This is an optimization exercise on Yosys and OpenROAD, whose aim is small area, a short achievable clock period and few clock cycles per item, not a production implementation.
At most, simulation tests tie the RTL to the original design; equivalence was not proved.

## 12-28
==> flow/design.v (excerpt) <==
module calculadora_top (
    input logic clock,      
    input logic reset,      
    input logic [3:0] cmd,  
    output logic [1:0] status,
    output logic [3:0] data,
    output logic [3:0] position,
    output logic [63:0] segments,
    output logic [31:0] result
);
For scale: about 1400 cells after synthesis, about 200 flip-flops, roughly 110 I/O pins, roughly 14000 sq um of cells after synthesis.
clock: 5.0 ns
lec_check: 0
cap_margin: 20
core_margin: 2
core_utilization: 50
place_density: 0.75
setup_slack_margin: 2.1
slew_margin: 20
standard.sh (not shown) runs the stock make flow with config.mk's settings and CLKGATE_MAP_FILE= SYNTH_SCRIPT=/design/flow/synth_recipe.tcl, a recipe that flattens the netlist after the stock synthesis.
==> flow/flow/run.sh <==
#!/bin/bash
# The standard layout (standard.sh, unchanged synthesis), with the port
# buffers made of a plain buffer cell instead of the one buffer_ports picks,
# and the resizer free to use any cell of the same function.
set -uo pipefail
export BUFFER_PORTS_ARGS="-buffer_cell sky130_fd_sc_hd__buf_1"
bash standard.sh synth > synth.log 2>&1
bash standard.sh MATCH_CELL_FOOTPRINT=0 finish > standard.log 2>&1
12-28 reached the final stage; the timing, design-rule and antenna checks on its layout passed.
Testbench counts of 12-28, summed over its fixed seeds: cycles 18,612, ops 1,600.
For 12-13, these inputs were changed with respect to 12-28:
-- flow/design.v --
<<< 12-28, line 144
    wire [63:0] l3a = csa(l2[63:32], l2[31:0], u6);
    wire [63:0] l3 = csa(l3a[63:32], l3a[31:0], u5);
    logic [31:0] r;
    logic [31:0] bg [0:9];
    logic [31:0] bp [0:9];
    always_comb begin
        bg[0] = vs & vc;
        bp[0] = vs ^ vc;
        for (int l = 0; l < 5; l++) begin
            bg[l+1] = bg[l];
            bp[l+1] = bp[l];
            for (int i = (2 << l) - 1; i < 32; i += (2 << l)) begin
                bg[l+1][i] = bg[l][i] | (bp[l][i] & bg[l][i - (1 << l)]);
                bp[l+1][i] = bp[l][i] & bp[l][i - (1 << l)];
            end
        end
        for (int l = 3; l >= 0; l--) begin
            bg[9-l] = bg[8-l];
            bp[9-l] = bp[8-l];
            for (int i = 3 * (1 << l) - 1; i < 32; i += (2 << l)) begin
                bg[9-l][i] = bg[8-l][i] | (bp[8-l][i] & bg[8-l][i - (1 << l)]);
                bp[9-l][i] = bp[8-l][i] & bp[8-l][i - (1 << l)];
            end
        end
        r = bp[0] ^ {bg[9][30:0], 1'b0};
    end
    always_ff @(posedge clock) begin
        if (s_ina) x <= r[26:0];
>>> 12-13, line 144
    wire [63:0] l3a = csa(l2[63:32], l2[31:0], u6);
    wire [63:0] l3 = csa(l3a[63:32], l3a[31:0], u5);
    wire [31:0] r = vs + vc;
    always_ff @(posedge clock) begin
        if (s_ina) x <= r[26:0];
==> run notes <==
[compare] base=12-28 new=12-13: number of core rows has increased, signed area change from the synthesized netlist to the final layout has decreased, worst setup slack after layout has increased, fmax has increased, fill cell total of the finished layout has increased.
Testbench counts of 12-13, summed over its fixed seeds: cycles 18,612, ops 1,600.

========
calculadora_top, a different RTL version from the one above (not shown whole).
Size: about 1,400 cells after synthesis, ~200 flip-flops, ~110 I/O pins, about 0.015 mm² of cells after synthesis.
==> module calculadora, before the edit <==
module calculadora (
    input  logic [3:0]  cmd,
    input  logic        clock,
    input  logic        reset,
    output logic [1:0]  status,
    output logic [3:0]  data,
    output logic [2:0]  position,
    output logic [31:0] result
);
    localparam logic [3:0] CMD_RES = 4'b1110, CMD_CLR = 4'b1111;
    logic s_idle, s_ina, s_op, s_inb, s_done, s_err;
    logic n_idle, n_ina, n_op, n_inb, n_done, n_err;
    logic [26:0] x;        
    logic [31:0] vs, vc;   
    logic        mul, add, sub;       
    logic        n_mul, n_add, n_sub;
    logic [3:0]  keep;     
    logic        m_mul;    
    logic        m_as;     
    logic        b_add;    
    logic        b_sub;    
    logic        inv_a;    
    logic [31:0] acc;      
    logic        sat_r;    
    logic [3:0]  data_r;
    logic [2:0]  pos_r;
    wire is_dig = (cmd <= 4'd9);
    wire is_op  = (cmd == 4'd10) || (cmd == 4'd11) || (cmd == 4'd12);
    wire is_res = (cmd == CMD_RES);
    wire is_clr = (cmd == CMD_CLR);
    wire full   = (pos_r == 3'd7);    
    wire in_num = s_ina | s_inb;
    always_comb begin
        {n_idle, n_ina, n_op, n_inb, n_done, n_err} = {s_idle, s_ina, s_op, s_inb, s_done, s_err};
        if (s_idle) begin
            if (is_dig) begin n_idle = 1'b0; n_ina = 1'b1; end
        end
        if (s_ina) begin
            if (is_op) begin n_ina = 1'b0; n_op = 1'b1; end
            else if (is_dig & full) begin n_ina = 1'b0; n_err = 1'b1; end
            else if (is_clr) begin n_ina = 1'b0; n_idle = 1'b1; end
        end
        if (s_op) begin
            if (is_dig) begin n_op = 1'b0; n_inb = 1'b1; end
            else if (is_clr) begin n_op = 1'b0; n_idle = 1'b1; end
            else if (is_res) begin n_op = 1'b0; n_err = 1'b1; end
        end
        if (s_inb) begin
            if (is_res) begin n_inb = 1'b0; n_done = 1'b1; end
            else if (is_dig & full) begin n_inb = 1'b0; n_err = 1'b1; end
            else if (is_clr) begin n_inb = 1'b0; n_op = 1'b1; end
        end
        if (s_done) begin
            if (is_clr | is_dig) begin n_done = 1'b0; n_idle = 1'b1; end
        end
        if (s_err) begin
            if (is_clr) begin n_err = 1'b0; n_idle = 1'b1; end
        end
        {n_mul, n_add, n_sub} = {mul, add, sub};
        if ((s_ina | s_op) & is_op) begin
            n_mul = (cmd == 4'd12);
            n_add = (cmd == 4'd10);
            n_sub = (cmd == 4'd11);
        end
    end
    wire [31:0] a32 = {5'd0, x};
    wire [31:0] keep32 = {{8{keep[3]}}, {8{keep[2]}}, {8{keep[1]}}, {8{keep[0]}}};
    wire [31:0] hs  = vs & keep32;
    wire [31:0] hc  = vc & keep32;
    wire [2:0]  lo1 = m_mul ? {2'b00, cmd[1] & cmd[0]}                
                          : (cmd[3] ? {2'b11, cmd[0]} : cmd[2:0]);
    wire [2:0]  lo3 = (b_add | b_sub) ? {cmd[3], ~cmd[3], 1'b0}
                    : m_mul ? 3'd0 : {1'b0, cmd[3], 1'b0};
    wire [31:0] u1 = {hs[28:0], lo1};
    wire [31:0] u2 = {hs[30:0], 1'b0};
    wire [31:0] u3 = {hc[28:0], lo3};
    wire [31:0] u4 = {hc[30:0], 1'b0};
    wire        sel8 = cmd[3] | (cmd[2] & cmd[1] & cmd[0]);
    wire        sel4 = ~cmd[3] & (cmd[2] ^ (cmd[1] & cmd[0]));
    wire [31:0] u5 = m_mul ? (sel8 ? {a32[28:0], 3'b000} : sel4 ? {a32[29:0], 2'b00} : 32'd0)
                   : b_add ? ~{a32[28:0], 3'b000}
                   : b_sub ? {a32[28:0], 3'b111}
                   : 32'd0;
    logic [31:0] u6;
    always_comb begin
        if (m_as) u6 = a32 ^ {32{inv_a}};
        else if (!m_mul) u6 = 32'd0;
        else case (cmd[1:0])
            2'd0: u6 = 32'd0;
            2'd1: u6 = a32;
            2'd2: u6 = {a32[30:0], 1'b0};
            2'd3: u6 = ~a32;
        endcase
    end
    function automatic logic [63:0] csa(input logic [31:0] a, b, c);
        logic [31:0] s, cy;
        s  = a ^ b ^ c;
        cy = (a & b) | (a & c) | (b & c);
        csa = {s, cy[30:0], 1'b0};
    endfunction
    wire [63:0] l1 = csa(u1, u2, u3);
    wire [63:0] l2 = csa(l1[63:32], l1[31:0], u4);
    wire [63:0] l3a = csa(l2[63:32], l2[31:0], u6);
    wire [63:0] l3 = csa(l3a[63:32], l3a[31:0], u5);
    wire [31:0] r = vs + vc;
    always_ff @(posedge clock) begin
        if (s_ina) x <= r[26:0];
        if (is_dig & (s_idle | s_ina | s_op | s_inb)) begin
            vs <= l3[63:32];
            vc <= l3[31:0];
        end
        {mul, add, sub} <= {n_mul, n_add, n_sub};
    end
    always_ff @(posedge clock or posedge reset) begin
        if (reset) begin
            s_idle <= 1'b1; s_ina <= 1'b0; s_op <= 1'b0;
            s_inb  <= 1'b0; s_done <= 1'b0; s_err <= 1'b0;
            keep   <= 4'd0; m_mul <= 1'b0; m_as <= 1'b0;
            b_add  <= 1'b0; b_sub <= 1'b0; inv_a <= 1'b0;
            acc    <= 32'd0;
            sat_r  <= 1'b0;
            data_r <= 4'd0;
            pos_r  <= 3'd0;
        end else begin
            {s_idle, s_ina, s_op, s_inb, s_done, s_err} <= {n_idle, n_ina, n_op, n_inb, n_done, n_err};
            keep[0] <= n_ina | n_inb;
            keep[1] <= n_ina | n_inb | n_done;
            keep[2] <= n_ina | n_inb | n_err;
            keep[3] <= ~(n_idle | n_op);
            m_mul <= (n_op | n_inb) & n_mul;
            m_as  <= (n_op | n_inb) & ~n_mul;
            b_add <= n_inb & n_add;
            b_sub <= n_inb & n_sub;
            inv_a <= (n_inb & n_add) | (n_op & n_sub);
            if (s_inb & is_res) begin
                acc   <= r ^ {32{sub}};
                sat_r <= sub & ~r[31];
            end
            if (is_dig & (s_idle | s_op)) begin
                data_r <= cmd; pos_r <= 3'd0;
            end else if (is_dig & in_num & ~full) begin
                data_r <= cmd; pos_r <= pos_r + 3'd1;
            end else if (is_op & s_ina) begin
                data_r <= CMD_CLR; pos_r <= 3'd0;
            end else if (is_op & s_op) begin
                data_r <= cmd; pos_r <= 3'd0;
            end else if (is_clr & s_ina) begin
                pos_r <= 3'd0;
            end else if (is_clr & (s_op | s_inb | s_done | s_err)) begin
                data_r <= CMD_CLR; pos_r <= 3'd0;
            end
        end
    end
    assign status   = {s_err, 1'b0};
    assign data     = data_r;
    assign position = pos_r;
    assign result   = acc | {32{sat_r}};
endmodule
export LEC_CHECK = 0
export CAP_MARGIN = 20
export CORE_MARGIN = 2
export CORE_UTILIZATION = 40
export PLACE_DENSITY = 0.6
export SETUP_SLACK_MARGIN = 2.1
export SLEW_MARGIN = 20
create_clock -name core_clock -period 5.0 [get_ports {clock}]
==> flow/flow/run.sh <==
#!/bin/bash
# The standard layout (standard.sh, unchanged synthesis), with the port
# buffers made of a plain buffer cell instead of the one buffer_ports picks.
set -uo pipefail
export BUFFER_PORTS_ARGS="-buffer_cell sky130_fd_sc_hd__buf_1"
bash standard.sh > standard.log 2>&1
Testbench counts at the start, summed over its fixed seeds: cycles 18,612, ops 1,600.
Change:
--- a/flow/design.v
+++ b/flow/design.v
@@ -56,5 +56,4 @@
     logic        mul, add, sub;       
     logic        n_mul, n_add, n_sub;
-    logic [3:0]  keep;     
     logic        m_mul;    
     logic        m_as;     
@@ -106,7 +105,7 @@
     end
     wire [31:0] a32 = {5'd0, x};
-    wire [31:0] keep32 = {{8{keep[3]}}, {8{keep[2]}}, {8{keep[1]}}, {8{keep[0]}}};
-    wire [31:0] hs  = vs & keep32;
-    wire [31:0] hc  = vc & keep32;
+    wire [31:0] hs  = vs;
+    wire [31:0] hc  = vc;
+    wire        v_clr = n_idle | n_op;
     wire [2:0]  lo1 = m_mul ? {2'b00, cmd[1] & cmd[0]}                
                           : (cmd[3] ? {2'b11, cmd[0]} : cmd[2:0]);
@@ -147,8 +146,4 @@
     always_ff @(posedge clock) begin
         if (s_ina) x <= r[26:0];
-        if (is_dig & (s_idle | s_ina | s_op | s_inb)) begin
-            vs <= l3[63:32];
-            vc <= l3[31:0];
-        end
         {mul, add, sub} <= {n_mul, n_add, n_sub};
     end
@@ -157,5 +152,6 @@
             s_idle <= 1'b1; s_ina <= 1'b0; s_op <= 1'b0;
             s_inb  <= 1'b0; s_done <= 1'b0; s_err <= 1'b0;
-            keep   <= 4'd0; m_mul <= 1'b0; m_as <= 1'b0;
+            vs     <= 32'd0; vc <= 32'd0;
+            m_mul  <= 1'b0; m_as <= 1'b0;
             b_add  <= 1'b0; b_sub <= 1'b0; inv_a <= 1'b0;
             acc    <= 32'd0;
@@ -165,8 +161,11 @@
         end else begin
             {s_idle, s_ina, s_op, s_inb, s_done, s_err} <= {n_idle, n_ina, n_op, n_inb, n_done, n_err};
-            keep[0] <= n_ina | n_inb;
-            keep[1] <= n_ina | n_inb | n_done;
-            keep[2] <= n_ina | n_inb | n_err;
-            keep[3] <= ~(n_idle | n_op);
+            if (v_clr) begin
+                vs <= 32'd0;
+                vc <= 32'd0;
+            end else if (is_dig & (s_idle | s_ina | s_op | s_inb)) begin
+                vs <= l3[63:32];
+                vc <= l3[31:0];
+            end
             m_mul <= (n_op | n_inb) & n_mul;
             m_as  <= (n_op | n_inb) & ~n_mul;
Result: The changed run went through all stages and came out clean. Synthesized area decreases by 2.5%. Cell area came out lower by 7.2%. Critical path depth is higher by 5. Count of clock-buffer cells in the layout is lower by 15. Maximum frequency falls by about 5%. Hold slack gets worse by 0.0096 ns. Die area is lower by 2.5%. Routed wire length shrinks by about 14%. Utilization went down by 2.3 points.
For the second run of this note, only the layout was checked, not whether the RTL still works.

[afterwards: timing with drivers on the ports]
How much do the figures lean on ideal ports? The routed layouts below were timed once more, with nothing changed but the port constraints. Step 1 (the two cells are an assumption about what drives the block):
set clk [get_ports {clock}]
set_driving_cell -lib_cell sky130_fd_sc_hd__clkbuf_16 $clk
set_driving_cell -lib_cell sky130_fd_sc_hd__buf_2 [delete_from_list [all_inputs] $clk]
Step 2 also shifts input and output timing later by t, the mid clock arrival at the registers, as if the neighbouring blocks saw the same clock. Slacks: ideal / step 1 / step 2; pairs: ideal / step 1.
| run | t (ns) | setup WS [ns] | hold WS [ns] | worst register clock-pin slew, ns |
|---|---|---|---|---|
| 12-28 | 0.577 | 1.978 / 1.973 / 1.396 | 0.475 / 0.475 / 0.475 | 0.07 / 0.07 |
| 12-13 | 0.573 | 2.057 / 2.057 / 1.523 | 0.477 / 0.477 / 0.477 | 0.07 / 0.07 |
| the first run of note 2 | 0.581 | 1.913 / 1.913 / 1.508 | 0.467 / 0.467 / 0.467 | 0.07 / 0.07 |
| the second run of note 2 | 0.510 | 1.751 / 1.751 / 1.629 | 0.457 / 0.457 / 0.457 | 0.09 / 0.09 |
After both steps setup and hold are still met in every run listed. For 12-28, which loses most, drivers alone change the setup slack by -0.005 ns; drivers and shift together by -0.582 ns.
